Context: an optimization exercise on an open-source flow, tuned for small area. The choices shown serve that exercise and are no tape-out recipe.
Function was checked by simulation only, so behaviour that the tests miss may differ from the original.
Power and IR drop assume default switching activity.

==> design.v <==
module spi_clk_gen #
(parameter integer C_DIVIDER_WIDTH = 8)
(
    input  sysclk,           
    input  rst_n,            
    input  enable,           
    input  go,               
    input  CPOL,             
    input  last_clk,         
    input  [C_DIVIDER_WIDTH-1:0] divider_i,  
    output reg clk_out,      
    output reg pos_edge,     
    output reg neg_edge      
);
wire cnt_zero;
wire cnt_one;
reg [C_DIVIDER_WIDTH-1:0] cnt;
assign cnt_zero = (cnt == {C_DIVIDER_WIDTH{1'b0}});
assign cnt_one  = (cnt == {{C_DIVIDER_WIDTH-1{1'b0}}, 1'b1});
always @(posedge sysclk )
begin
    if(rst_n == 1'b0)
        cnt <= {C_DIVIDER_WIDTH{1'b1}};
    else
    begin
        if(!enable || cnt_zero)
            cnt <= divider_i;
        else
            cnt <= cnt - {{C_DIVIDER_WIDTH-1{1'b0}}, 1'b1};
    end
end
always @(posedge sysclk )
begin
    if(rst_n == 1'b0)
        clk_out <= CPOL;
    else
        if (enable) begin
            clk_out <= (enable && cnt_zero && (!last_clk || clk_out)) ? ~clk_out : clk_out;
        end
        else begin
            clk_out <= CPOL;
        end
end
always @(posedge sysclk  )
begin
    if(rst_n == 1'b0)
    begin
        pos_edge  <= 1'b0;
        neg_edge  <= 1'b0;
    end
    else
    begin
        pos_edge  <= (enable && !clk_out && cnt_one) || (!(|divider_i) && clk_out) || (!(|divider_i) && go && !enable);
        neg_edge  <= (enable && clk_out && cnt_one) || (!(|divider_i) && !clk_out && enable);
    end
end
endmodule
module spi_intface # (parameter NCS = 4)
(
    input  wire S_SYSCLK,   
    input  wire S_RESETN,   
    input  wire [7:0] S_AWADDR,
    input  wire [31: 0] S_WDATA,
    input  wire [3 : 0] S_WSTRB,
    input  wire S_REG_WEN,
    input  wire [7 : 0]  S_ARADDR,
    output wire [31 : 0] S_RDATA,
    input  wire S_REG_RDEN,
    output wire S_INTERRUPT,
    output wire S_SPI_SCK,
    input  wire S_SPI_MISO,
    input  wire S_SPI_MOSI_I,
    output wire S_SPI_MOSI_O,
    output wire S_SPI_MOSI_OE,
    output wire [NCS-1:0] S_SPI_SEL
);
 localparam REG_WIDTH           = 32;
localparam NBITS_PER_WORD      = 32;
localparam NBITS_PER_BYTE      = 8;
localparam NBYTES_PER_WORD   = (NBITS_PER_WORD / NBITS_PER_BYTE);
localparam NBITS_CHAR_LEN_MAX  = 16;
localparam C_ADDR_WIDTH = 8;
localparam C_DATA_WIDTH = 32;
localparam ADDR_SPMODE       = 8'h00;
localparam ADDR_SPIE         = 8'h04;
localparam ADDR_SPIM         = 8'h08;
localparam ADDR_SPCOM        = 8'h0c;
localparam ADDR_SPITF        = 8'h10;
localparam ADDR_SPIRF        = 8'h14;
localparam ADDR_REV0         = 8'h18;
localparam ADDR_REV1         = 8'h1c;
localparam ADDR_CSMODE0      = 8'h20;
localparam ADDR_CSMODE1      = 8'h24;
localparam ADDR_CSMODE2      = 8'h28;
localparam ADDR_CSMODE3      = 8'h2c;
localparam SPMODE_EN         = 31;
localparam SPMODE_LOOP       = 30;
localparam SPMODE_TXTHR_HI   = 13;
localparam SPMODE_TXTHR_LO   = 8;
localparam SPMODE_RXTHR_HI   = 4;
localparam SPMODE_RXTHR_LO   = 0;
localparam SPIE_RXCNT_HI     = 29;
localparam SPIE_RXCNT_LO     = 24;
localparam SPIE_TXCNT_HI     = 21;
localparam SPIE_TXCNT_LO     = 16;
localparam SPIE_TXE          = 15;
localparam SPIE_DON          = 14;
localparam SPIE_RXT          = 13;
localparam SPIE_RXF          = 12;
localparam SPIE_TXT          = 11;
localparam SPIE_RNE          = 9;
localparam SPIE_TNF          = 8;
localparam SPIM_TXE          = SPIE_TXE;
localparam SPIM_DON          = SPIE_DON;
localparam SPIM_RXT          = SPIE_RXT;
localparam SPIM_RXF          = SPIE_RXF;
localparam SPIM_TXT          = SPIE_TXT;
localparam SPIM_RNE          = SPIE_RNE;
localparam SPIM_TNF          = SPIE_TNF;
localparam SPCOM_CS_HI       = 31;
localparam SPCOM_CS_LO       = 30;
localparam SPCOM_TO          = 27;  
localparam SPCOM_RSKIP_HI    = 23;  
localparam SPCOM_RSKIP_LO    = 16;
localparam SPCOM_TRANLEN_HI  = 15;
localparam SPCOM_TRANLEN_LO  = 0;
localparam CSMODE_CPOL      = 31;  
localparam CSMODE_CPHA      = 30;  
localparam CSMODE_REV       = 29;
localparam CSMODE_DIV16     = 28;
localparam CSMODE_PM_HI     = 27;
localparam CSMODE_PM_LO     = 24;
localparam CSMODE_3WIRE     = 23;
localparam CSMODE_POL       = 20;  
localparam CSMODE_LEN_HI    = 19;
localparam CSMODE_LEN_LO    = 16;
localparam CSMODE_CSBEF_HI  = 15;
localparam CSMODE_CSBEF_LO  = 12;
localparam CSMODE_CSAFT_HI  = 11;
localparam CSMODE_CSAFT_LO  = 8;
localparam CSMODE_CSCG_HI   = 7;
localparam CSMODE_CSCG_LO   = 3;
localparam NBITS_TXTHR      = SPMODE_TXTHR_HI - SPMODE_TXTHR_LO + 1;
localparam NBITS_RXTHR      = SPMODE_RXTHR_HI - SPMODE_RXTHR_LO + 1;
localparam NBITS_RXCNT      = SPIE_RXCNT_HI - SPIE_RXCNT_LO + 1;
localparam NBITS_TXCNT      = SPIE_TXCNT_HI - SPIE_TXCNT_LO + 1;
localparam NBITS_CS         = SPCOM_CS_HI - SPCOM_CS_LO + 1;
localparam NBITS_RSKIP      = SPCOM_RSKIP_HI - SPCOM_RSKIP_LO + 1;
localparam NBITS_TRANLEN    = SPCOM_TRANLEN_HI - SPCOM_TRANLEN_LO + 1;
localparam NBITS_PM         = CSMODE_PM_HI - CSMODE_PM_LO + 1;
localparam NBITS_CHARLEN    = CSMODE_LEN_HI - CSMODE_LEN_LO + 1;
localparam NBITS_CSBEF      = CSMODE_CSBEF_HI - CSMODE_CSBEF_LO + 1;
localparam NBITS_CSAFT      = CSMODE_CSAFT_HI - CSMODE_CSAFT_LO + 1;
localparam NBITS_CSCG       = CSMODE_CSCG_HI - CSMODE_CSCG_LO + 1;
localparam SPMODE_DEF       = (16 << SPMODE_TXTHR_LO)|(15 << SPMODE_RXTHR_LO);
localparam SPIE_DEF         = 32 << SPIE_TXCNT_LO|(1<<SPIE_TNF)|(1<<SPIE_TXE);
localparam SPIM_DEF         = 32'h0000_0000;
localparam SPCOM_DEF        = 32'h0000_0000;
localparam SPITF_DEF        = 32'h0000_0000;
localparam SPIRF_DEF        = 32'h0000_0000;
localparam CSMODE_DEF       = 1 << CSMODE_POL;
localparam NBYTES_TXFIFO     = 1 << (NBITS_TXCNT - 1);
localparam NBYTES_RXFIFO     = 1 << (NBITS_RXCNT - 1);
localparam NWORD_TXFIFO      = NBYTES_TXFIFO / NBYTES_PER_WORD;
localparam NWORD_RXFIFO      = NBYTES_TXFIFO / NBYTES_PER_WORD;
function integer clogb2 (input integer bit_depth);
begin
    for(clogb2=0; bit_depth > 0; clogb2=clogb2+1)
        bit_depth = bit_depth >> 1;
end
endfunction
localparam NBITS_WORD_TXFIFO = clogb2 (NWORD_TXFIFO-1);
localparam NBITS_WORD_RXFIFO = clogb2 (NWORD_RXFIFO-1);
reg [31: 0] SPMODE;
reg [31: 0] SPIE;
reg [31: 0] SPIM;
reg [31: 0] SPCOM;
wire [31: 0] SPITF;
reg [31: 0] SPIRF;
reg [31: 0] CSXMODE[0:NCS-1];
reg [31: 0] SPI_TXFIFO[0:NWORD_TXFIFO-1];
reg [31: 0] SPI_RXFIFO[0:NWORD_RXFIFO-1];
reg csmodex_updated;
reg [31: 0]  csmodex;
wire [31: 0] CSMODE;
wire [NBITS_PM-1:0]         CSMODE_PM;
wire [NBITS_CHARLEN-1:0]    CSMODE_LEN;
wire [NBITS_CSBEF-1:0]      CSMODE_CSBEF;
wire [NBITS_CSAFT-1:0]      CSMODE_CSAFT;
wire [NBITS_CSCG-1:0]       CSMODE_CSCG;
wire [NBITS_CS-1: 0]        SPCOM_CS;
wire [NBITS_TRANLEN-1:0]    SPCOM_RSKIP;
wire [NBITS_TRANLEN-1:0]    TXTHR;
wire [NBITS_TRANLEN-1:0]    RXTHR;
wire [NBITS_RXCNT-1:0]      SPIE_RXCNT;
wire [NBITS_TXCNT-1:0]      SPIE_TXCNT;
wire [NBITS_TRANLEN-1:0]    SPCOM_TRANLEN;
reg [NBITS_CSBEF-1:0]       cnt_csbef;
reg [NBITS_CSAFT-1:0]       cnt_csaft;
reg [NBITS_CSCG   :0]       cnt_cscg;
reg [NCS-1:0] spi_sel;
reg [31:0] reg_data_out;
reg frame_in_process;
reg frame_next_start;
reg frame_go;
reg frame_done;
reg [2:0] frame_state;  
reg  chr_go;
reg  chr_done;
reg  spirf_wr_updated;
localparam FRAME_SM_IDLE      = 0;
localparam FRAME_SM_BEF_WAIT  = 1;
localparam FRAME_SM_DATA_WAIT = 2;
localparam FRAME_SM_IN_TRANS  = 3;
localparam FRAME_SM_AFT_WAIT  = 4;
localparam FRAME_SM_CG_WAIT   = 5;
reg [3:0] char_bit_cnt;
localparam MAX_BITNO_OF_CHAR = 4'hf;
reg [15:0] data_rx;
reg [15:0] data_tx;
reg  spi_brg_go;
wire brg_clk;
wire brg_pos_edge;
wire brg_neg_edge;
localparam NBITS_BRG_DIVIDER = NBITS_PM + 4 + 2;
wire [NBITS_BRG_DIVIDER-1:0] csmode_pm;
wire [NBITS_BRG_DIVIDER-1:0] brg_divider;
wire [NBITS_TRANLEN-1:0] nbytes_to_spitf;
reg  [NBITS_TRANLEN-1:0] char_trx_idx;
reg  [NBITS_TRANLEN-1:0] char_rx_idx;  
reg  [NBITS_TRANLEN-1:0] num_spitf_upd;
wire [NBITS_TRANLEN-1:0] num_spitf_trx;
wire TXE;  
wire TNF;  
wire TXT;  
reg [1:0] cs_idx;
reg [NBITS_WORD_TXFIFO-1:0]  spitf_idx;
wire [NBITS_WORD_RXFIFO-1:0] spirf_wr_idx;  
reg [NBITS_TRANLEN-1:0] spirf_char_idx;  
reg [NBITS_WORD_RXFIFO-1:0] spirf_rd_idx;
wire [NBITS_WORD_TXFIFO-1:0] spitf_trx_idx;
wire [NBITS_WORD_TXFIFO-1:0] spitf_trx_char_off;
wire [NBITS_TRANLEN-1:0] num_bytes_to_mosi;
wire [NBITS_TRANLEN-1:0] nbytes_need_tx;
wire [NBITS_TRANLEN-1:0] TXCNT;
assign SPITF = SPI_TXFIFO[spitf_trx_idx];
assign spitf_trx_idx = CSMODE_LEN > 7 ?  char_trx_idx[NBITS_WORD_TXFIFO:1] : char_trx_idx[NBITS_WORD_TXFIFO+1:2];
assign spitf_trx_char_off = CSMODE_LEN > 7 ? {{(NBITS_WORD_TXFIFO-1){1'b0}}, char_trx_idx[0]}:{{(NBITS_WORD_TXFIFO-2){1'b0}}, char_trx_idx[1:0]};
assign num_bytes_to_mosi = CSMODE_LEN > 7 ? {char_trx_idx[NBITS_TRANLEN-2:0], 1'b0} : char_trx_idx;
wire [NBITS_TRANLEN-1:0] nbytes_word_aligned_trx;
wire [NBITS_TRANLEN-1:0] nword_need_tx_in_fifo;
assign nbytes_word_aligned_trx = (num_bytes_to_mosi + 3) & {{(NBITS_TRANLEN-2){1'b1}}, 2'b00};
assign num_spitf_trx = CSMODE_LEN > 7 ?  {1'b0, char_trx_idx[15:1]} : {2'b00, char_trx_idx[15:2]};
assign nbytes_to_spitf = {num_spitf_upd[NBITS_TRANLEN-3:0], 2'b00};
assign nbytes_need_tx = nbytes_to_spitf - num_bytes_to_mosi;
assign nword_need_tx_in_fifo = {2'b00, nbytes_need_tx[NBITS_TRANLEN-2:2]};
assign TXE = (num_spitf_trx == num_spitf_upd) ? 1'b1: 1'b0;
assign TXCNT = num_spitf_upd > 0 ? NBYTES_TXFIFO - nbytes_need_tx : NBYTES_TXFIFO;
assign TNF = TXCNT > (NBYTES_PER_WORD - 1) ? 1'b1 : 1'b0;
assign TXT = TXCNT < TXTHR ? 1'b1 : 1'b0;
wire   [NBITS_TRANLEN-1:0] nbytes_rx_from_miso;
wire   [NBITS_TRANLEN-1:0] nbytes_valid_in_rxfifo;
wire   RNE;    
wire   RXT;    
wire   RXF;    
wire   [NBITS_TRANLEN-1:0] RXCNT;  
reg    [NBITS_TRANLEN-1:0] nbytes_read_from_spirf;
assign nbytes_rx_from_miso = CSMODE_LEN > 7 ? {char_rx_idx[NBITS_TRANLEN-1:1], 1'b0} : char_rx_idx;
assign nbytes_valid_in_rxfifo = nbytes_rx_from_miso - nbytes_read_from_spirf;
assign spirf_wr_idx = CSMODE_LEN > 7 ? spirf_char_idx[NBITS_WORD_TXFIFO:1] : spirf_char_idx[NBITS_WORD_TXFIFO+1:2];
assign RNE   = nbytes_valid_in_rxfifo > 0 ? 1'b1 : 1'b0;
assign RXF   = nbytes_valid_in_rxfifo < NBYTES_RXFIFO ? 1'b0 : 1'b1;
assign RXT   = nbytes_valid_in_rxfifo > RXTHR ? 1'b1 : 1'b0;
assign RXCNT = nbytes_valid_in_rxfifo < NBYTES_RXFIFO ? nbytes_valid_in_rxfifo : NBYTES_RXFIFO;
reg spcom_updated;
reg spitf_updated;
reg spirf_updated;
integer idx;
integer byte_index;
wire i_spi_mosi;
wire o_spi_mosi;
reg  t_spi_mosi;
wire i_spi_miso;
wire din;
assign o_spi_mosi = (FRAME_SM_IN_TRANS == frame_state) ? data_tx[char_bit_cnt] : 1'b0;
assign S_SPI_SCK  = (FRAME_SM_IN_TRANS == frame_state) ? brg_clk : CSMODE[CSMODE_CPOL];
assign S_SPI_SEL  = spi_sel;
assign i_spi_miso = CSMODE[CSMODE_3WIRE] ? i_spi_mosi : S_SPI_MISO;
assign din = SPMODE[SPMODE_LOOP] ? o_spi_mosi : i_spi_miso;
assign S_SPI_MOSI_O  = o_spi_mosi;
assign S_SPI_MOSI_OE = ~t_spi_mosi;
assign i_spi_mosi    = t_spi_mosi ? S_SPI_MOSI_I : o_spi_mosi;
assign S_INTERRUPT = | (SPIM & SPIE);
assign SPCOM_CS     = SPCOM[SPCOM_CS_HI: SPCOM_CS_LO];
assign SPCOM_RSKIP  = {{(NBITS_TRANLEN-NBITS_RSKIP){1'b0}}, SPCOM[SPCOM_RSKIP_HI:SPCOM_RSKIP_LO]};
assign SPCOM_TRANLEN= SPCOM[SPCOM_TRANLEN_HI:SPCOM_TRANLEN_LO];
assign TXTHR = {{(NBITS_TRANLEN-NBITS_TXTHR){1'b0}},SPMODE[SPMODE_TXTHR_HI:SPMODE_TXTHR_LO]};
assign RXTHR = {{(NBITS_TRANLEN-NBITS_RXTHR){1'b0}},SPMODE[SPMODE_RXTHR_HI:SPMODE_RXTHR_LO]};
assign SPIE_RXCNT   = SPIE[SPIE_RXCNT_HI:SPIE_RXCNT_LO];
assign SPIE_TXCNT   = SPIE[SPIE_TXCNT_HI:SPIE_TXCNT_LO];
assign CSMODE       = CSXMODE[SPCOM_CS];
assign CSMODE_LEN   = CSMODE[CSMODE_LEN_HI  : CSMODE_LEN_LO];
assign CSMODE_PM    = CSMODE[CSMODE_PM_HI   : CSMODE_PM_LO];
assign CSMODE_CSBEF = CSMODE[CSMODE_CSBEF_HI: CSMODE_CSBEF_LO];
assign CSMODE_CSAFT = CSMODE[CSMODE_CSAFT_HI: CSMODE_CSAFT_LO];
assign CSMODE_CSCG  = CSMODE[CSMODE_CSCG_HI : CSMODE_CSCG_LO];
assign csmode_pm   = {{(NBITS_BRG_DIVIDER-NBITS_PM){1'b0}}, CSMODE_PM} + 1;
assign brg_divider = CSMODE[CSMODE_DIV16] ? (csmode_pm << 4)-1 : csmode_pm-1;
wire   char_go_wire;
assign char_go_wire = chr_go;
wire   brg_out_first_edge;
assign brg_out_first_edge = CSMODE[CSMODE_CPOL] ? brg_neg_edge : brg_pos_edge;
wire   brg_out_second_edge;
assign brg_out_second_edge = CSMODE[CSMODE_CPOL] ? brg_pos_edge : brg_neg_edge;
always @(posedge S_SYSCLK  )
begin
    if (1'b0 == S_RESETN) begin
        data_rx <= 0;
        spi_sel <= {NCS{1'b1}};
        cnt_csbef <= 0;
        cnt_csaft <= 0;
        cnt_cscg  <= 0;
        t_spi_mosi <= 0;
        spi_brg_go <= 0;
        chr_go       <= 0;
        chr_done     <= 0;
        char_bit_cnt <= 0;
        char_trx_idx <= 0;
        frame_go   <= 0;
        frame_done <= 0;
        frame_in_process <= 0;
        frame_next_start <= 0;
        frame_state <= FRAME_SM_IDLE;
        for (idx = 0; idx < NCS; idx = idx + 1) begin
            CSXMODE[idx] <= CSMODE_DEF;
        end
    end
    else begin
        if (csmodex_updated) begin
            CSXMODE[cs_idx] <= csmodex;
            spi_sel[cs_idx] <= csmodex[CSMODE_POL] ? 1'b1 : 1'b0;
        end
        if (frame_go) begin
            frame_go <= 0;
            t_spi_mosi <= 1'b0;
            char_trx_idx <= 0;
            spi_sel[SPCOM_CS] <= CSMODE[CSMODE_POL] ? 1'b0 : 1'b1;
            spi_brg_go <= 1;
        end
        if (1'b1 == frame_done) begin
            frame_done <= 0;
            char_trx_idx <= 0;
        end
        if (chr_done) begin
            chr_done <= 0;
            if (1'b0 == SPCOM[SPCOM_TO]) begin
                if (CSMODE[CSMODE_3WIRE]) begin
                    if ((SPCOM_RSKIP > 0) && (char_trx_idx == SPCOM_RSKIP)) begin
                        t_spi_mosi <= 1'b1;  
                    end
                end
            end
            if (frame_in_process) begin
                case(frame_state)
                    FRAME_SM_IN_TRANS:
                    begin
                        if (TXE) begin
                            frame_state <= FRAME_SM_DATA_WAIT;
                        end
                    end
                    default:;
                endcase
            end
        end
        if (chr_go) begin
            chr_go <= 0;
            data_rx <= 0;
        end
        if (char_go_wire || spcom_updated) begin
            if (CSMODE[CSMODE_CPHA]) begin
                if (CSMODE[CSMODE_REV]) begin
                    char_bit_cnt <= CSMODE_LEN + 1;
                end
                else begin
                    char_bit_cnt <= MAX_BITNO_OF_CHAR;
                end
            end
            else begin
                if (CSMODE[CSMODE_REV]) begin
                    char_bit_cnt <= CSMODE_LEN;
                end
                else begin
                    char_bit_cnt <= 0;
                end
            end
        end
        if (spcom_updated) begin
            char_trx_idx <= 0;
            if (FRAME_SM_IDLE == frame_state) begin
                frame_go <= 1;
                spi_brg_go <= 0;
                frame_in_process <= 1;
                frame_state <= FRAME_SM_BEF_WAIT;
                cnt_cscg <= CSMODE_CSCG;
            end
            else begin
                frame_next_start <= 1;
            end
            cnt_csbef <= CSMODE_CSBEF;
            cnt_csaft <= CSMODE_CSAFT;
        end
        if (1'b1 == brg_out_second_edge) begin
            if (FRAME_SM_IN_TRANS == frame_state) begin
                if (1'b1 == CSMODE[CSMODE_CPHA]) begin
                    data_rx[char_bit_cnt] <= din;
                end  
                else begin  
                    if (CSMODE[CSMODE_REV]) begin
                        char_bit_cnt <= char_bit_cnt - 1;
                    end
                    else begin
                        char_bit_cnt <= char_bit_cnt + 1;
                    end
                end
                if (CSMODE[CSMODE_REV]) begin
                    if (0 == char_bit_cnt) begin
                        chr_done <= 1;
                        char_trx_idx <= char_trx_idx + 1;
                        if (char_trx_idx == SPCOM_TRANLEN) begin
                            char_trx_idx <= 0;
                            frame_state <= FRAME_SM_AFT_WAIT;
                        end
                        else begin
                            chr_go <= 1;
                        end
                    end
                end
                else begin
                    if (CSMODE_LEN == char_bit_cnt) begin
                        chr_done <= 1;
                        char_trx_idx <= char_trx_idx + 1;
                        if (char_trx_idx == SPCOM_TRANLEN) begin
                            char_trx_idx <= 0;
                            frame_state <= FRAME_SM_AFT_WAIT;
                        end
                        else begin
                            chr_go <= 1;
                        end
                    end
                end
            end  
            case (frame_state)
                FRAME_SM_IDLE: ;
                FRAME_SM_BEF_WAIT:
                begin
                    if (cnt_csbef > 0) begin
                        cnt_csbef <= cnt_csbef - 1;
                    end
                    else begin
                        if (TXE) begin
                            frame_state <= FRAME_SM_DATA_WAIT;
                        end
                        else begin
                            chr_go <= 1;
                            frame_state <= FRAME_SM_IN_TRANS;
                        end
                    end
                end
                FRAME_SM_DATA_WAIT:
                begin
                    if (!TXE) begin
                        frame_state <= FRAME_SM_IN_TRANS;
                        chr_go <= 1;
                    end
                end
                FRAME_SM_IN_TRANS:;
                FRAME_SM_AFT_WAIT:
                begin
                    if (cnt_csaft > 0) begin
                        cnt_csaft <= cnt_csaft - 1;
                    end
                    else begin
                        frame_done <= 1;
                        frame_in_process <= 0;
                        frame_state <= FRAME_SM_CG_WAIT;
                        spi_sel[SPCOM_CS] <= CSMODE[CSMODE_POL] ? 1'b1 : 1'b0;
                    end
                end
                FRAME_SM_CG_WAIT:
                begin
                    if (cnt_cscg > 0) begin
                        cnt_cscg <= cnt_cscg - 1;
                    end
                    else begin
                        spi_brg_go <= 0;
                        if (frame_next_start) begin
                            frame_state <= FRAME_SM_BEF_WAIT;
                            frame_next_start <= 0;
                            frame_go <= 1;
                            frame_in_process <= 1;
                            cnt_cscg <= CSMODE_CSCG;
                        end
                        else begin
                            frame_state <= FRAME_SM_IDLE;
                        end
                    end
                end
                default:;
            endcase
        end  
        if (brg_out_first_edge) begin
            if (FRAME_SM_IN_TRANS == frame_state) begin
                if (1'b1 == CSMODE[CSMODE_CPHA])
                begin
                    if (CSMODE[CSMODE_REV]) begin
                        char_bit_cnt <= char_bit_cnt - 1;
                    end
                    else begin
                        char_bit_cnt <= char_bit_cnt + 1;
                    end
                end  
                else begin
                    data_rx[char_bit_cnt] <= din;
                end
            end
        end
    end
end
always @(posedge S_SYSCLK  )
begin
    if (1'b0 == S_RESETN || (1'b0 == SPMODE[SPMODE_EN])) begin
        for (byte_index = 0; byte_index < NWORD_TXFIFO; byte_index = byte_index + 1)
        begin
            SPI_RXFIFO[byte_index] <= 0;
        end
        SPIRF <= SPIRF_DEF;
        char_rx_idx <= 0;
        spirf_char_idx <= 0;
        spirf_wr_updated <= 0;
        spirf_rd_idx <= 0;
        nbytes_read_from_spirf <= 0;
    end
    else begin
        if (spcom_updated) begin
            char_rx_idx <= 0;
            spirf_rd_idx <= 0;
            spirf_char_idx <= 0;
            nbytes_read_from_spirf <= 0;
        end
        if (spirf_updated) begin
            if (1'b0 == SPCOM[SPCOM_TO]) begin
                if (RNE) begin
                    if (nbytes_valid_in_rxfifo < NBYTES_PER_WORD) begin
                        spirf_rd_idx <= 0;
                        spirf_char_idx <= 0;  
                        nbytes_read_from_spirf <= nbytes_read_from_spirf + nbytes_valid_in_rxfifo;
                    end
                    else begin
                        spirf_rd_idx <= spirf_rd_idx + 1;
                        nbytes_read_from_spirf <= nbytes_read_from_spirf + NBYTES_PER_WORD;
                    end
                end
            end
        end
        if (chr_done) begin  
            if (1'b0 == SPCOM[SPCOM_TO]) begin
                SPI_RXFIFO[spirf_wr_idx] <= SPIRF;
                if (char_rx_idx > 0) begin
                    spirf_char_idx <= spirf_char_idx + 1;
                end
                else begin
                    spirf_char_idx <= 0;
                end
            end
        end  
        if (1'b1 == brg_out_second_edge && (1'b0 == SPCOM[SPCOM_TO])) begin
            if (FRAME_SM_IN_TRANS == frame_state) begin
                if (CSMODE[CSMODE_CPHA]) begin
                    if (CSMODE[CSMODE_REV]) begin
                        if (0 == char_bit_cnt) begin
                            if (~(|SPCOM_RSKIP)) begin
                                char_rx_idx <= char_rx_idx + 1;
                            end
                            else begin
                                if (char_trx_idx > (SPCOM_RSKIP - 1)) begin
                                    char_rx_idx <= char_trx_idx + 1 - SPCOM_RSKIP;
                                end
                                else if (char_rx_idx > 0) begin
                                    char_rx_idx <= char_rx_idx + 1;
                                end
                            end
                            if (CSMODE_LEN > 7) begin
                                if (spirf_char_idx[0]) begin
                                    SPIRF[31:16] <= {data_rx[15:1], din};
                                end
                                else begin
                                    SPIRF <= {{16{1'b0}}, data_rx[15:1], din};
                                end
                            end
                            else begin
                                case(spirf_char_idx[1:0])
                                    0 : SPIRF        <= {{24{1'b0}}, data_rx[7:1], din};
                                    1 : SPIRF[15:8]  <= {data_rx[7:1], din};
                                    2 : SPIRF[23:16] <= {data_rx[7:1], din};
                                    3 : SPIRF[31:24] <= {data_rx[7:1], din};
                                endcase
                            end
                        end
                    end  
                    else begin  
                        if (CSMODE_LEN == char_bit_cnt) begin
                            if (~(|SPCOM_RSKIP)) begin
                                char_rx_idx <= char_rx_idx + 1;
                            end
                            else begin
                                if (char_trx_idx > (SPCOM_RSKIP - 1)) begin
                                    char_rx_idx <= char_trx_idx + 1 - SPCOM_RSKIP;
                                end
                                else if (char_rx_idx > 0) begin
                                    char_rx_idx <= char_rx_idx + 1;
                                end
                            end
                            if (CSMODE_LEN > 7) begin
                                if (spirf_char_idx[0]) begin
                                    case (CSMODE_LEN)
                                         8: SPIRF[31:16] <= {{7{1'b0}}, din, data_rx[7:0]};
                                         9: SPIRF[31:16] <= {{6{1'b0}}, din, data_rx[8:0]};
                                        10: SPIRF[31:16] <= {{5{1'b0}}, din, data_rx[9:0]};
                                        11: SPIRF[31:16] <= {{4{1'b0}}, din, data_rx[10:0]};
                                        12: SPIRF[31:16] <= {{3{1'b0}}, din, data_rx[11:0]};
                                        13: SPIRF[31:16] <= {{2{1'b0}}, din, data_rx[12:0]};
                                        14: SPIRF[31:16] <= {{1{1'b0}}, din, data_rx[13:0]};
                                        15: SPIRF[31:16] <= {           din, data_rx[14:0]};
                                    endcase
                                end
                                else begin
                                    case (CSMODE_LEN)
                                         8: SPIRF <= {{23{1'b0}}, din, data_rx[7:0]};
                                         9: SPIRF <= {{22{1'b0}}, din, data_rx[8:0]};
                                        10: SPIRF <= {{21{1'b0}}, din, data_rx[9:0]};
                                        11: SPIRF <= {{20{1'b0}}, din, data_rx[10:0]};
                                        12: SPIRF <= {{19{1'b0}}, din, data_rx[11:0]};
                                        13: SPIRF <= {{18{1'b0}}, din, data_rx[11:0]};
                                        14: SPIRF <= {{17{1'b0}}, din, data_rx[13:0]};
                                        15: SPIRF <= {{16{1'b0}}, din, data_rx[14:0]};
                                    endcase
                                end
                            end
                            else begin
                                if (0 == spirf_char_idx[1:0]) begin
                                    case (CSMODE_LEN)
                                        0: SPIRF <= {{31{1'b0}}, din               };
                                        1: SPIRF <= {{30{1'b0}}, din, data_rx[0]};
                                        2: SPIRF <= {{29{1'b0}}, din, data_rx[1:0]};
                                        3: SPIRF <= {{28{1'b0}}, din, data_rx[2:0]};
                                        4: SPIRF <= {{27{1'b0}}, din, data_rx[3:0]};
                                        5: SPIRF <= {{26{1'b0}}, din, data_rx[4:0]};
                                        6: SPIRF <= {{25{1'b0}}, din, data_rx[5:0]};
                                        7: SPIRF <= {{24{1'b0}}, din, data_rx[6:0]};
                                    endcase
                                end
                                if (1 == spirf_char_idx[1:0]) begin
                                    case (CSMODE_LEN)
                                        0: SPIRF[15:8] <= {{7{1'b0}}, din               };
                                        1: SPIRF[15:8] <= {{6{1'b0}}, din, data_rx[  0]};
                                        2: SPIRF[15:8] <= {{5{1'b0}}, din, data_rx[1:0]};
                                        3: SPIRF[15:8] <= {{4{1'b0}}, din, data_rx[2:0]};
                                        4: SPIRF[15:8] <= {{3{1'b0}}, din, data_rx[3:0]};
                                        5: SPIRF[15:8] <= {{2{1'b0}}, din, data_rx[4:0]};
                                        6: SPIRF[15:8] <= {{1{1'b0}}, din, data_rx[5:0]};
                                        7: SPIRF[15:8] <= {           din, data_rx[6:0]};
                                    endcase
                                end
                                if (2 == spirf_char_idx[1:0]) begin
                                    case (CSMODE_LEN)
                                        0: SPIRF[23:16] <= {{7{1'b0}}, din               };
                                        1: SPIRF[23:16] <= {{6{1'b0}}, din, data_rx[  0]};
                                        2: SPIRF[23:16] <= {{5{1'b0}}, din, data_rx[1:0]};
                                        3: SPIRF[23:16] <= {{4{1'b0}}, din, data_rx[2:0]};
                                        4: SPIRF[23:16] <= {{3{1'b0}}, din, data_rx[3:0]};
                                        5: SPIRF[23:16] <= {{2{1'b0}}, din, data_rx[4:0]};
                                        6: SPIRF[23:16] <= {{1{1'b0}}, din, data_rx[5:0]};
                                        7: SPIRF[23:16] <= {           din, data_rx[6:0]};
                                    endcase
                                end
                                if (3 == spirf_char_idx[1:0]) begin
                                    case (CSMODE_LEN)
                                        0: SPIRF[31:24] <= {{7{1'b0}}, din               };
                                        1: SPIRF[31:24] <= {{6{1'b0}}, din, data_rx[  0]};
                                        2: SPIRF[31:24] <= {{5{1'b0}}, din, data_rx[1:0]};
                                        3: SPIRF[31:24] <= {{4{1'b0}}, din, data_rx[2:0]};
                                        4: SPIRF[31:24] <= {{3{1'b0}}, din, data_rx[3:0]};
                                        5: SPIRF[31:24] <= {{2{1'b0}}, din, data_rx[4:0]};
                                        6: SPIRF[31:24] <= {{1{1'b0}}, din, data_rx[5:0]};
                                        7: SPIRF[31:24] <= {           din, data_rx[6:0]};
                                    endcase
                                end
                            end
                        end
                    end  
                end  
                else begin
                    if ((CSMODE[CSMODE_REV] && ~(|char_bit_cnt)) || (!CSMODE[CSMODE_REV] && (CSMODE_LEN == char_bit_cnt))) begin
                        if (~(|SPCOM_RSKIP)) begin
                            char_rx_idx <= char_rx_idx + 1;
                        end
                        else begin
                            if (char_trx_idx > (SPCOM_RSKIP - 1)) begin
                                char_rx_idx <= char_trx_idx + 1 - SPCOM_RSKIP;
                            end
                            else if (char_rx_idx > 0) begin
                                char_rx_idx <= char_rx_idx + 1;
                            end
                        end
                        if (CSMODE_LEN > 7) begin
                            if (spirf_char_idx[0]) begin
                                SPIRF[31:16] <= data_rx;
                            end
                            else begin
                                SPIRF <= {{16{1'b0}}, data_rx};
                            end
                        end
                        else begin
                            case(spirf_char_idx[1:0])
                                0 : SPIRF        <= {{24{1'b0}}, data_rx};
                                1 : SPIRF[15:8]  <= data_rx[7:0];
                                2 : SPIRF[23:16] <= data_rx[7:0];
                                3 : SPIRF[31:24] <= data_rx[7:0];
                            endcase
                        end
                    end
                end  
            end  
        end  
    end  
end
always @(posedge S_SYSCLK  )
begin
    if (1'b0 == S_RESETN)
    begin
        data_tx <= 16'h0000;
    end
    else begin
        if (CSMODE_LEN > 7) begin
            if (spitf_trx_char_off[0]) begin
                data_tx <= SPITF[31:16];
            end
            else begin
                data_tx <= SPITF[15:0];
            end
        end
        else begin
            case (spitf_trx_char_off[1:0])
                0: data_tx <= {8'h00, SPITF[7:0]};
                1: data_tx <= {8'h00, SPITF[15:8]};
                2: data_tx <= {8'h00, SPITF[23:16]};
                3: data_tx <= {8'h00, SPITF[31:24]};
                default :;
            endcase
        end
    end
end
always @(posedge S_SYSCLK  )
begin
    if (S_RESETN == 1'b0 )
    begin
        SPMODE  <= SPMODE_DEF;
        SPIE    <= SPIE_DEF;
        SPIM    <= SPIM_DEF;
        SPCOM   <= SPCOM_DEF;
        cs_idx <= 0;
        csmodex <= CSMODE_DEF;
        csmodex_updated <= 0;
        spcom_updated <= 0;
        spitf_updated <= 0;
        spirf_updated <= 0;
        spitf_idx <= 0;
        num_spitf_upd <= 0;
        for (byte_index = 0; byte_index < NWORD_TXFIFO; byte_index = byte_index + 1)
        begin
            SPI_TXFIFO[byte_index] <= 0;
        end
    end
    else begin
        if (1'b0 == SPMODE[SPMODE_EN]) begin
            spitf_idx <= 0;
            num_spitf_upd <= 0;
            spirf_updated <= 0;
        end
        SPIE[SPIE_TXE] <= TXE;
        SPIE[SPIE_TNF] <= TNF;
        SPIE[SPIE_TXT] <= TXT;
        SPIE[SPIE_RNE] <= RNE;
        SPIE[SPIE_RXF] <= RXF;
        SPIE[SPIE_RXT] <= RXT;
        SPIE[SPIE_RXCNT_HI:SPIE_RXCNT_LO] <= RXCNT[NBITS_RXCNT-1: 0];
        SPIE[SPIE_TXCNT_HI:SPIE_TXCNT_LO] <= TXCNT[NBITS_TXCNT-1: 0];
        if (frame_done) begin
            SPIE[SPIE_DON] <= 1'b1;
            spitf_idx <= 0;
            num_spitf_upd <= 0;
        end
        if (frame_go) begin
            spirf_updated <= 0;
        end
        if (1'b1 == spcom_updated) begin
            spcom_updated <= 0;
        end
        if (1'b1 == spitf_updated) begin
            spitf_updated <= 0;
        end
        if (1'b1 == spirf_updated) begin
            spirf_updated <= 0;
        end
        if (csmodex_updated) begin
            csmodex_updated <= 0;
        end
        if (S_REG_RDEN)
        begin
            case (S_ARADDR)
                ADDR_SPIRF  :
                begin
                    spirf_updated <= 1;
                end
                default: ;
            endcase
        end
        if (S_REG_WEN) begin
            if (S_WSTRB == {4{1'b1}}) begin  
                case (S_AWADDR[7:2])
                    ADDR_SPMODE : SPMODE <= S_WDATA;
                    ADDR_SPIE[7:2]:
                    begin
                        for (idx = 0; idx < NBITS_PER_WORD; idx = idx + 1) begin
                            if (S_WDATA[idx]) begin
                                SPIE[idx] <= 1'b0;
                            end
                        end
                    end
                    ADDR_SPIM[7:2]: SPIM <= S_WDATA;
                    ADDR_SPCOM[7:2]:
                    begin
                        if ((FRAME_SM_IDLE == frame_state) || (FRAME_SM_CG_WAIT == frame_state)) begin
                            SPCOM <= S_WDATA;
                            if (1'b1 == SPMODE[SPMODE_EN]) begin
                                spcom_updated <= 1;  
                            end
                        end
                    end
                    ADDR_SPITF[7:2]:
                    begin
                        if (SPMODE[SPMODE_EN]) begin
                            if (TNF)
                            begin
                                spitf_updated <= 1;
                                SPI_TXFIFO[spitf_idx] <= S_WDATA;
                                spitf_idx <= spitf_idx + 1;
                                num_spitf_upd <= num_spitf_upd  + 1;
                            end
                        end
                    end
                    ADDR_SPIRF[7:2]: ;  
                    ADDR_CSMODE0[7:2], ADDR_CSMODE1[7:2], ADDR_CSMODE2[7:2], ADDR_CSMODE3[7:2]:
                    begin
                        cs_idx <= S_AWADDR[7:2] - ADDR_CSMODE0[7:2];
                        csmodex <= S_WDATA;
                        csmodex_updated <= 1;
                    end
                    default : begin
                    end
                endcase
            end
        end
    end
end
spi_clk_gen # (.C_DIVIDER_WIDTH(NBITS_BRG_DIVIDER)) spi_brg (
    .sysclk(S_SYSCLK),            
    .rst_n(S_RESETN),             
    .enable(spi_brg_go & SPMODE[SPMODE_EN]),   
    .go(spi_brg_go),                  
    .CPOL(CSMODE[CSMODE_CPOL]),            
    .last_clk(1'b0),      
    .divider_i(brg_divider),      
    .clk_out(brg_clk),            
    .pos_edge(brg_pos_edge),      
    .neg_edge(brg_neg_edge)       
);
assign S_RDATA = reg_data_out;
always @(*)
begin
    case (S_ARADDR)
        ADDR_SPMODE : reg_data_out <= SPMODE;
        ADDR_SPIE   : reg_data_out <= SPIE;      
        ADDR_SPCOM  : reg_data_out <= SPCOM;
        ADDR_SPIM   : reg_data_out <= SPIM;
        ADDR_CSMODE0: reg_data_out <= CSXMODE[0];
        ADDR_CSMODE1: reg_data_out <= NCS < 2? {32{1'b0}} : CSXMODE[1];
        ADDR_CSMODE2: reg_data_out <= NCS < 3? {32{1'b0}} : CSXMODE[2];
        ADDR_CSMODE3: reg_data_out <= NCS < 4? {32{1'b0}} : CSXMODE[3];
        ADDR_SPITF  : reg_data_out <= (|spitf_idx) ? SPI_TXFIFO[spitf_idx-1] : 0;
        ADDR_SPIRF  : reg_data_out <= RNE ? SPI_RXFIFO[spirf_rd_idx] : 0;
        default     : reg_data_out <= 0;
    endcase
end
endmodule
localparam REG_WIDTH           = 32;
localparam NBITS_PER_WORD      = 32;
localparam NBITS_PER_BYTE      = 8;
localparam NBYTES_PER_WORD   = (NBITS_PER_WORD / NBITS_PER_BYTE);
localparam NBITS_CHAR_LEN_MAX  = 16;
localparam C_ADDR_WIDTH = 8;
localparam C_DATA_WIDTH = 32;
localparam ADDR_SPMODE       = 8'h00;
localparam ADDR_SPIE         = 8'h04;
localparam ADDR_SPIM         = 8'h08;
localparam ADDR_SPCOM        = 8'h0c;
localparam ADDR_SPITF        = 8'h10;
localparam ADDR_SPIRF        = 8'h14;
localparam ADDR_REV0         = 8'h18;
localparam ADDR_REV1         = 8'h1c;
localparam ADDR_CSMODE0      = 8'h20;
localparam ADDR_CSMODE1      = 8'h24;
localparam ADDR_CSMODE2      = 8'h28;
localparam ADDR_CSMODE3      = 8'h2c;
localparam SPMODE_EN         = 31;
localparam SPMODE_LOOP       = 30;
localparam SPMODE_TXTHR_HI   = 13;
localparam SPMODE_TXTHR_LO   = 8;
localparam SPMODE_RXTHR_HI   = 4;
localparam SPMODE_RXTHR_LO   = 0;
localparam SPIE_RXCNT_HI     = 29;
localparam SPIE_RXCNT_LO     = 24;
localparam SPIE_TXCNT_HI     = 21;
localparam SPIE_TXCNT_LO     = 16;
localparam SPIE_TXE          = 15;
localparam SPIE_DON          = 14;
localparam SPIE_RXT          = 13;
localparam SPIE_RXF          = 12;
localparam SPIE_TXT          = 11;
localparam SPIE_RNE          = 9;
localparam SPIE_TNF          = 8;
localparam SPIM_TXE          = SPIE_TXE;
localparam SPIM_DON          = SPIE_DON;
localparam SPIM_RXT          = SPIE_RXT;
localparam SPIM_RXF          = SPIE_RXF;
localparam SPIM_TXT          = SPIE_TXT;
localparam SPIM_RNE          = SPIE_RNE;
localparam SPIM_TNF          = SPIE_TNF;
localparam SPCOM_CS_HI       = 31;
localparam SPCOM_CS_LO       = 30;
localparam SPCOM_TO          = 27;  
localparam SPCOM_RSKIP_HI    = 23;  
localparam SPCOM_RSKIP_LO    = 16;
localparam SPCOM_TRANLEN_HI  = 15;
localparam SPCOM_TRANLEN_LO  = 0;
localparam CSMODE_CPOL      = 31;  
localparam CSMODE_CPHA      = 30;  
localparam CSMODE_REV       = 29;
localparam CSMODE_DIV16     = 28;
localparam CSMODE_PM_HI     = 27;
localparam CSMODE_PM_LO     = 24;
localparam CSMODE_3WIRE     = 23;
localparam CSMODE_POL       = 20;  
localparam CSMODE_LEN_HI    = 19;
localparam CSMODE_LEN_LO    = 16;
localparam CSMODE_CSBEF_HI  = 15;
localparam CSMODE_CSBEF_LO  = 12;
localparam CSMODE_CSAFT_HI  = 11;
localparam CSMODE_CSAFT_LO  = 8;
localparam CSMODE_CSCG_HI   = 7;
localparam CSMODE_CSCG_LO   = 3;
localparam NBITS_TXTHR      = SPMODE_TXTHR_HI - SPMODE_TXTHR_LO + 1;
localparam NBITS_RXTHR      = SPMODE_RXTHR_HI - SPMODE_RXTHR_LO + 1;
localparam NBITS_RXCNT      = SPIE_RXCNT_HI - SPIE_RXCNT_LO + 1;
localparam NBITS_TXCNT      = SPIE_TXCNT_HI - SPIE_TXCNT_LO + 1;
localparam NBITS_CS         = SPCOM_CS_HI - SPCOM_CS_LO + 1;
localparam NBITS_RSKIP      = SPCOM_RSKIP_HI - SPCOM_RSKIP_LO + 1;
localparam NBITS_TRANLEN    = SPCOM_TRANLEN_HI - SPCOM_TRANLEN_LO + 1;
localparam NBITS_PM         = CSMODE_PM_HI - CSMODE_PM_LO + 1;
localparam NBITS_CHARLEN    = CSMODE_LEN_HI - CSMODE_LEN_LO + 1;
localparam NBITS_CSBEF      = CSMODE_CSBEF_HI - CSMODE_CSBEF_LO + 1;
localparam NBITS_CSAFT      = CSMODE_CSAFT_HI - CSMODE_CSAFT_LO + 1;
localparam NBITS_CSCG       = CSMODE_CSCG_HI - CSMODE_CSCG_LO + 1;
localparam SPMODE_DEF       = (16 << SPMODE_TXTHR_LO)|(15 << SPMODE_RXTHR_LO);
localparam SPIE_DEF         = 32 << SPIE_TXCNT_LO|(1<<SPIE_TNF)|(1<<SPIE_TXE);
localparam SPIM_DEF         = 32'h0000_0000;
localparam SPCOM_DEF        = 32'h0000_0000;
localparam SPITF_DEF        = 32'h0000_0000;
localparam SPIRF_DEF        = 32'h0000_0000;
localparam CSMODE_DEF       = 1 << CSMODE_POL;
localparam NBYTES_TXFIFO     = 1 << (NBITS_TXCNT - 1);
localparam NBYTES_RXFIFO     = 1 << (NBITS_RXCNT - 1);
localparam NWORD_TXFIFO      = NBYTES_TXFIFO / NBYTES_PER_WORD;
localparam NWORD_RXFIFO      = NBYTES_TXFIFO / NBYTES_PER_WORD;
function integer clogb2 (input integer bit_depth);
begin
    for(clogb2=0; bit_depth > 0; clogb2=clogb2+1)
        bit_depth = bit_depth >> 1;
end
endfunction
==> run.sh <==
#!/bin/bash
# synth_recipe.tcl (not shown) runs the flow's synth.tcl, then flattens the netlist and writes it again
# the make line also repeats each setting of config.mk as NAME=value (left out here)
make -C /OpenROAD-flow-scripts/flow DESIGN_CONFIG=/design/flow/config.mk WORK_HOME=/design/flow/orfs CLKGATE_MAP_FILE= SYNTH_SCRIPT=/design/flow/synth_recipe.tcl finish
==> config.mk <==
export PLATFORM = sky130hd
export DESIGN_NAME = spi_intface
export DESIGN_NICKNAME = spi_intface
export VERILOG_FILES = /design/flow/design.v
export SDC_FILE = /design/flow/constraint.sdc
export NUM_CORES = 4
export LEC_CHECK = 0
export CAP_MARGIN = 20
export CORE_MARGIN = 2
export CORE_UTILIZATION = 40
export SLEW_MARGIN = 20
==> constraint.sdc <==
create_clock -name core_clock -period 12.0 [get_ports {S_SYSCLK}]
set_input_delay 2.4000 -clock core_clock [delete_from_list [all_inputs] [get_ports {S_SYSCLK}]]
set_output_delay 2.4000 -clock core_clock [all_outputs]
set_load 0.01 [all_outputs]
==> results.sh, run 1 <==
export IMPL_syn_num_nets=5555
export IMPL_routed_wl_mm=189
export IMPL_critPathArrivalTime_ns=7.04
export IMPL_path_clk_slew_ns=0.06
export IMPL_die_y_um=371
export IMPL_numPortBuffers=95
export IMPL_hp_class="reg -> reg"
export IMPL_yosysTopAreaCell="edfxtp_1"
export IMPL_powerDensity_nw_per_um2=122
export IMPL_syn_inst=5364
export IMPL_min_from="SPIM[5]"
export IMPL_ys_seq_area_share_pct=48.2
export IMPL_cp_start_kind="flip-flop"
export IMPL_grt_pass1_vias=40500
export IMPL_ir_drop_v=0.000110
export IMPL_final_common_cell="nand2_1"
export IMPL_most_common_layout_cells="nand2_1, edfxtp_1, and2_1"
export IMPL_h_tree_depth=3
export IMPL_antenna_found_initial=14
export IMPL_yosys_top_cells_area="edfxtp_1, dfxtp_1, and2_1"
export IMPL_area_growth_pct=11.5
export IMPL_setup_tns_ns=0
export IMPL_gp_congestion=0.936
export IMPL_min_period_ns=9.44
export IMPL_avgSynthCellArea_um2=10.1
export IMPL_die_area_um2=138000
export IMPL_synth_top_cell_area_share_pct=35.7
export IMPL_via_per_inst=6.03
export IMPL_finish_utilization_pct=45.0
export IMPL_cts_resized=0
export IMPL_final_nets=5472
export IMPL_holdWs_ns=0.453
export IMPL_vias=43100
export IMPL_grtUsageTotal_pct=26.9
export IMPL_clock_skew_final_ns=0.0861
export IMPL_async_flop_share_pct=0
export IMPL_place_ws_ns=3.18
export IMPL_rsz0062_at_grt="false"
export IMPL_cp_end_kind="output port"
export IMPL_fp_dieW_um=371
export IMPL_ant_nets=0
export IMPL_fin_area_um2=60200
export IMPL_ys_flop_type="edfxtp_1"
export IMPL_cts_tree="done"
export IMPL_wl_per_cell_um=26.4
export IMPL_worst_pin_slew_ns=1.19
export IMPL_drc=0
export IMPL_cts_sinks=979
export IMPL_slew_viol_final=0
export IMPL_root_buffer="clkbuf_16"
export IMPL_hpwl_mm=123
export IMPL_cts_setup_buffers=0
export IMPL_fmax_mhz=106
export IMPL_hold_violations=0
export IMPL_crit_required_ns=9.60
export IMPL_cts_hold_buf=0
export IMPL_p_leak_nw=21.9
export IMPL_ys_warn_count=2
export IMPL_cts_path_max_buffers=3
export IMPL_timing_final_ws_setup_ns=2.56
export IMPL_drt_iter0_drc=5694
export IMPL_first_pass_iters=8
export IMPL_dpl_cell_area_um2=56500
export IMPL_synth_edf_count=641
export IMPL_finalCritPeriodShare_pct=78.7
export IMPL_core_area_um2=134000
export IMPL_drive_gt1_share_pct=9.84
export IMPL_ys_types=84
export IMPL_ios=98
export IMPL_gr_total_overflow=0
export IMPL_critical_path_peak_fanout=22
export IMPL_max_cap_violations=0
export IMPL_outcome="no timing/DRC/antenna violations"
export IMPL_grt_max_degree=81
export IMPL_worst_slew_margin_rel_pct=20.1
export IMPL_n_antenna_cell=0
export IMPL_setup_violations_final=0
export IMPL_std_cell_rows=134
export IMPL_clk_latency_ns=0.77
export IMPL_critPathKind="reg -> out"
export IMPL_grt_pass1_wl_mm=274
export IMPL_syn_area_um2=54000
export IMPL_cts_buffers=109
export IMPL_ys_ff_latch=979
export IMPL_start_util_pct=40.4
## report_power, final
part           total, mW  switching, mW  internal (mW)
Sequential          3.66         0.0336           3.63
Clock               3.37           1.47           1.90
Combinational      0.319          0.216          0.103
## sequential cells by signal, summed over array words and instances, names as in the netlist, 19 cells and up, named ones only
name        count
CSXMODE       128
SPCOM          32
SPIE           19
SPIM           32
SPIRF          32
SPI_RXFIFO    256
SPI_TXFIFO    256
SPMODE         32
csmodex        32
## final cells by class
| type | count | area, µm² |
|---|---|---|
| clock buffer | 153 | 3110 |
| clock inverter | 54 | 508 |
| fill | 12400 | 73400 |
| inverter | 115 | 438 |
| multi-input combinational | 3884 | 26200 |
| sequential | 979 | 26000 |
| tap | 1768 | 2210 |
| timing repair buffer | 192 | 1680 |
## worst paths after layout
check,endpoint,slack (ns),cells after the start
worst max-delay path,S_RDATA[13],2.56,18
worst min register to register,SPIM[5],0.45,2
worst min-delay path,SPIM[5],0.45,2
worst max register to register,SPI_TXFIFO[3][13],3.49,19
## routing by layer
metal	vias up	GRT usage [%]	part of all wire, %
met2	2278	39.3	43
li1	19300	-	-
met1	21200	39.1	42
met5	-	0	0.082
met4	26	8.96	3.5
met3	346	6.30	12
## stage by stage
step                total power, mW  cells
global route                   7.54   7145
floorplan                      3.89   5364
CTS                            7.38   7144
finish                         7.35   7145
global placement               4.04   6936
detailed placement             4.04   6937
## cell families after synthesis
family	synth area share, %
adder cells (fa/ha/maj)	3.14
XOR/XNOR	2.01
AO/OA/AOI/OAI	12.5
flip-flops	48.2
buffers and inverters	3.78
AND/OR/NAND/NOR	21.5
multiplexers	8.79
## Yosys cell counts, types with 69 or more instances
| cell type | n |
|---|---|
| a21oi_1 | 365 |
| a22oi_1 | 88 |
| and2_1 | 630 |
| and3_1 | 91 |
| clkbuf_1 | 337 |
| dfxtp_1 | 338 |
| edfxtp_1 | 641 |
| ha_1 | 129 |
| inv_1 | 111 |
| mux2i_1 | 107 |
| mux4_2 | 160 |
| nand2_1 | 820 |
| nand3_1 | 160 |
| nor2_1 | 247 |
| nor3_1 | 92 |
| o21ai_0 | 186 |
| xnor2_1 | 69 |
## worst max-delay path, cell delays in order (launching register included)
cell and delay (ns):
dfxtp_2 0.31, buf_4 0.33, mux2_2 0.48, nand2_1 0.10, ha_1 0.21, inv_1 0.10, fa_1 0.49, a211oi_1 0.38
o21ai_0 0.24, and2_1 0.23, o311ai_0 0.66, a221oi_1 0.16, and4bb_2 0.33, nand2_1 0.07, buf_4 0.27, o21ai_2 0.24
buf_4 0.36, o2111ai_1 0.60, clkdlybuf4s50_1 0.67
==> run 2, diff against run 1 <==
--- a/config.mk
+++ b/config.mk
@@ -5,7 +5,8 @@
 export SDC_FILE = /design/flow/constraint.sdc
 export NUM_CORES = 4
 export LEC_CHECK = 0
+export ABC_AREA = 1
 export CAP_MARGIN = 20
 export CORE_MARGIN = 2
-export CORE_UTILIZATION = 40
+export CORE_UTILIZATION = 60
 export SLEW_MARGIN = 20
==> run 2 against run 1 <==
Still clean. Final area shrank 1.8%. Sequential cell count is the same. Critical path depth shrank 7. Utilization grew 22 points. Synthesized cell count grew 24%. Clock power is essentially flat. Die area shrank 33%. Clock skew shrank 0.068 ns. Wire length grew 4.2%. Synthesized area is essentially flat. Highest routed layer unchanged.
==> results.sh, run 2 <==
export IMPL_min_period_ns=9.12
export IMPL_cts_resized=0
export IMPL_p_leak_nw=23.0
export IMPL_hold_path_depth=2
export IMPL_core_area_um2=88800
export IMPL_critPathTopFamily="buffers and inverters"
export IMPL_drive_gt1_share_pct=5.69
export IMPL_cp_start_kind="input pin"
export IMPL_final_nets=6710
export IMPL_synthMuxAreaShare_pct=0
export IMPL_setup_tns_ns=0
export IMPL_rsz0062_at_grt="false"
export IMPL_clock_skew_final_ns=0.0179
export IMPL_yosysTopAreaCell="edfxtp_1"
export IMPL_finalPower_mw=7.33
export IMPL_powerDensity_nw_per_um2=124
export IMPL_yosysMostFrequentCell="nor2_1"
export IMPL_syn_inst=6641
export IMPL_die_area_um2=92300
export IMPL_outcome="no timing/DRC/antenna violations"
export IMPL_cts_path_max_buffers=3
export IMPL_r2r_end="SPI_TXFIFO[7][17]"
export IMPL_holdPathEnd="SPIRF[26]"
export IMPL_synth_edf_count=641
export IMPL_hold_violations=0
export IMPL_numPortBuffers=95
export IMPL_worst_slew_margin_rel_pct=23.0
export IMPL_ys_flop_type="edfxtp_1"
export IMPL_fp_dieW_um=304
export IMPL_ys_top_cells_by_count="nor2_1, nand2_1, o21ai_0, edfxtp_1, a21oi_1"
export IMPL_async_flop_share_pct=0
export IMPL_ys_types=67
export IMPL_h_tree_depth=3
export IMPL_vias=50700
export IMPL_start_util_pct=60.7
export IMPL_via_per_inst=6.52
export IMPL_fmax_mhz=110
export IMPL_crit_required_ns=9.60
export IMPL_most_common_layout_cells="nor2_1, nand2_1, o21ai_0"
export IMPL_dpl_cell_area_um2=55400
export IMPL_final_cell_count_no_fill=7777
export IMPL_top_regs="SPI_RXFIFO x256, SPI_TXFIFO x256, CSXMODE x128"
export IMPL_yosys_area_share_simple_pct=20.4
export IMPL_cts_setup_buffers=0
export IMPL_grt_pass1_wl_mm=289
export IMPL_cts_tree="done"
export IMPL_synth_compound_area_share_pct=18.8
export IMPL_cp_end_kind="output port"
export IMPL_root_buffer="clkbuf_16"
export IMPL_finalCritPeriodShare_pct=76.0
export IMPL_cts_hold_buf=0
export IMPL_critical_path_peak_fanout=21
export IMPL_ant_nets=0
export IMPL_crit_buf_inv=4
export IMPL_synth_top_family_by_area="simple AND/OR/NAND/NOR gates"
export IMPL_critPathArrivalTime_ns=6.72
export IMPL_area_growth_pct=9.61
export IMPL_syn_num_nets=6832
export IMPL_path_clk_slew_ns=0.06
export IMPL_wl_per_cell_um=25.3
export IMPL_ir_drop_v=0.000117
export IMPL_max_stage_delay_ns=1.01
export IMPL_critPathKind="in -> out"
export IMPL_yosys_top_cells_area="edfxtp_1, dfxtp_1, nor2_1"
export IMPL_std_cell_rows=109
export IMPL_grt_pass1_vias=46500
export IMPL_cp_slowest_cell="inv_1"
export IMPL_worst_pin_slew_ns=1.15
export IMPL_grt_max_degree=100
export IMPL_die_y_um=304
export IMPL_max_cap_violations=0
export IMPL_routed_wl_mm=197
export IMPL_slew_viol_final=0
export IMPL_gr_total_overflow=0
export IMPL_antenna_found_initial=9
export IMPL_synth_top_cell_area_share_pct=35.7
export IMPL_gp_congestion=0.985
export IMPL_ys_ff_latch=979
export IMPL_r2r_cells=24
export IMPL_hpwl_mm=126
export IMPL_crit_chain="clkdlybuf4s50_1 -> nor2_1 -> inv_1 -> nor3_1 -> nand2_1 -> inv_1 -> a221oi_1 -> nand2_1 -> a31oi_1 -> o31ai_1 -> clkdlybuf4s50_1"
export IMPL_grtUsageTotal_pct=41.4
export IMPL_r2r_setup_slack_ns=4.59
export IMPL_fin_area_um2=59100
export IMPL_synth_adder_area_share_pct=3.14
export IMPL_drc=0
export IMPL_avgSynthCellArea_um2=8.12
export IMPL_placed_cells_incl_taps=7572
export IMPL_synth_xor_area_share_pct=2.05
export IMPL_clk_latency_ns=0.70
export IMPL_drt_iter0_drc=7332
export IMPL_finish_utilization_pct=66.6
export IMPL_ys_warn_count=2
export IMPL_first_pass_iters=9
export IMPL_min_from="SPIRF[26]"
export IMPL_final_common_cell="nor2_1"
export IMPL_ys_seq_area_share_pct=48.2
export IMPL_setup_violations_final=0
export IMPL_hp_class="reg -> reg"
export IMPL_syn_area_um2=53900
export IMPL_ios=98
export IMPL_cts_sinks=979
export IMPL_cts_buffers=104
## run 2: cell types whose count changed after synthesis, moves of 70 or more
| cell | before | now |
|---|---|---|
| and2_1 | 630 | 0 |
| buf_2 | 3 | 78 |
| nand4_1 | 27 | 97 |
| and3_1 | 91 | 2 |
| nand3_1 | 160 | 309 |
| inv_1 | 111 | 532 |
| a21oi_1 | 365 | 533 |
| mux2i_1 | 107 | 0 |
| nor2_1 | 247 | 1227 |
| a22oi_1 | 88 | 3 |
| mux4_2 | 160 | 0 |
| o21ai_0 | 186 | 762 |
## run 2: how the worst max path moves through the flow
stage | from | to | slack [ns] | cells past startpoint
after floorplan | S_ARADDR[7] | S_RDATA[11] | 5.80 | 8
after global placement | S_ARADDR[7] | S_RDATA[13] | 3.00 | 11
after detailed placement | S_ARADDR[7] | S_RDATA[13] | 3.05 | 11
after CTS | S_ARADDR[7] | S_RDATA[13] | 3.03 | 11
after global routing | S_ARADDR[7] | S_RDATA[13] | 2.80 | 11
final | S_ARADDR[7] | S_RDATA[13] | 2.88 | 11
## run 2: report_power, final
group | leakage (nW) | internal [mW] | switching, mW | total, mW
combinational | 11.4 | 0.0827 | 0.233 | 0.316
sequential | 9.85 | 3.62 | 0.0267 | 3.64
clock | 1.74 | 1.95 | 1.42 | 3.37
total | 23.0 | 5.65 | 1.68 | 7.33
## run 2: metrics by stage
stage	setup WS, ns	hold slack, ns
floorplan	5.80	0.446
global placement	3.00	0.456
detailed placement	3.05	0.460
CTS	3.03	0.469
global route	2.80	0.486
finish	2.88	0.467
## run 2: layout make-up
type                            instances  area (µm²)
Tap cell                             1165        1460
Timing Repair Buffer                  185        1730
Clock buffer                          143        2960
Fill cell                            7504       29700
Inverter                              583        2200
Multi-Input combinational cell       4666       24100
Antenna cell                            1        2.50
Clock inverter                         55         589
Sequential cell                       979       26000
## run 2: metal layers
layer | track usage [%] | vias to the layer above | share of wire [%]
li1 | - | 22700 | -
met1 | 56.3 | 23800 | 38
met2 | 61.1 | 3563 | 42
met3 | 10.8 | 627 | 14
met4 | 21.2 | 6 | 5.7
met5 | 0 | - | 0.018
## run 2: cell families after synthesis
| logic type | after synthesis |
|---|---|
| AOI/OAI and AO/OA | 1754 |
| DFF | 979 |
| and+or+nand+nor | 2653 |
| adders and majority gates | 133 |
| xor gates and xnor gates | 126 |
| buffers and inverters | 996 |
## run 2: worst reg2reg max path: stages, from the launching register on
cell     delay, ns
dfxtp_2       0.31
buf_4         0.34
inv_2         0.14
buf_4         0.52
nand2_1       0.12
nand3_1       0.22
nand2_4       0.11
inv_1         0.85
o21ai_0       0.32
ha_1          0.38
ha_1          0.34
a21oi_1       0.33
o21ai_0       0.14
a21oi_1       0.13
nand2_1       0.11
xor2_1        0.17
nand2_1       0.07
nand2_1       0.08
nor2_2        0.26
nand3_4       0.41
nand2_2       0.35
inv_4         0.10
nand2_4       0.48
nand2_2       0.53
buf_12        0.34

-- re-timing with driven ports --
In the flow no input, the clock included, has a driving cell. The finished layouts below were timed again as built, in two steps. Step 1, drivers: a clkbuf_16 drives S_SYSCLK and a buf_2 each remaining input, both assumed. Step 2 times the ports against the registers' clock, not the clock port: input delays grow and output delays shrink by t, the midpoint of the rising clock arrivals with the driver on. Three values: no drivers, after step 1, after step 2; two values: the first two.
| run | t, ns | slack for setup (ns) | pins driven straight from the clock port |
|---|---|---|---|
| run 1 | 0.799 | 2.557 / 2.483 / 2.947 | 1 |
| run 2 | 0.764 | 2.878 / 2.855 / 2.855 | 1 |
After both steps every run listed still meets setup and hold. For run 2, which loses most, drivers alone change the setup slack by -0.023 ns; drivers and shift together by -0.023 ns.
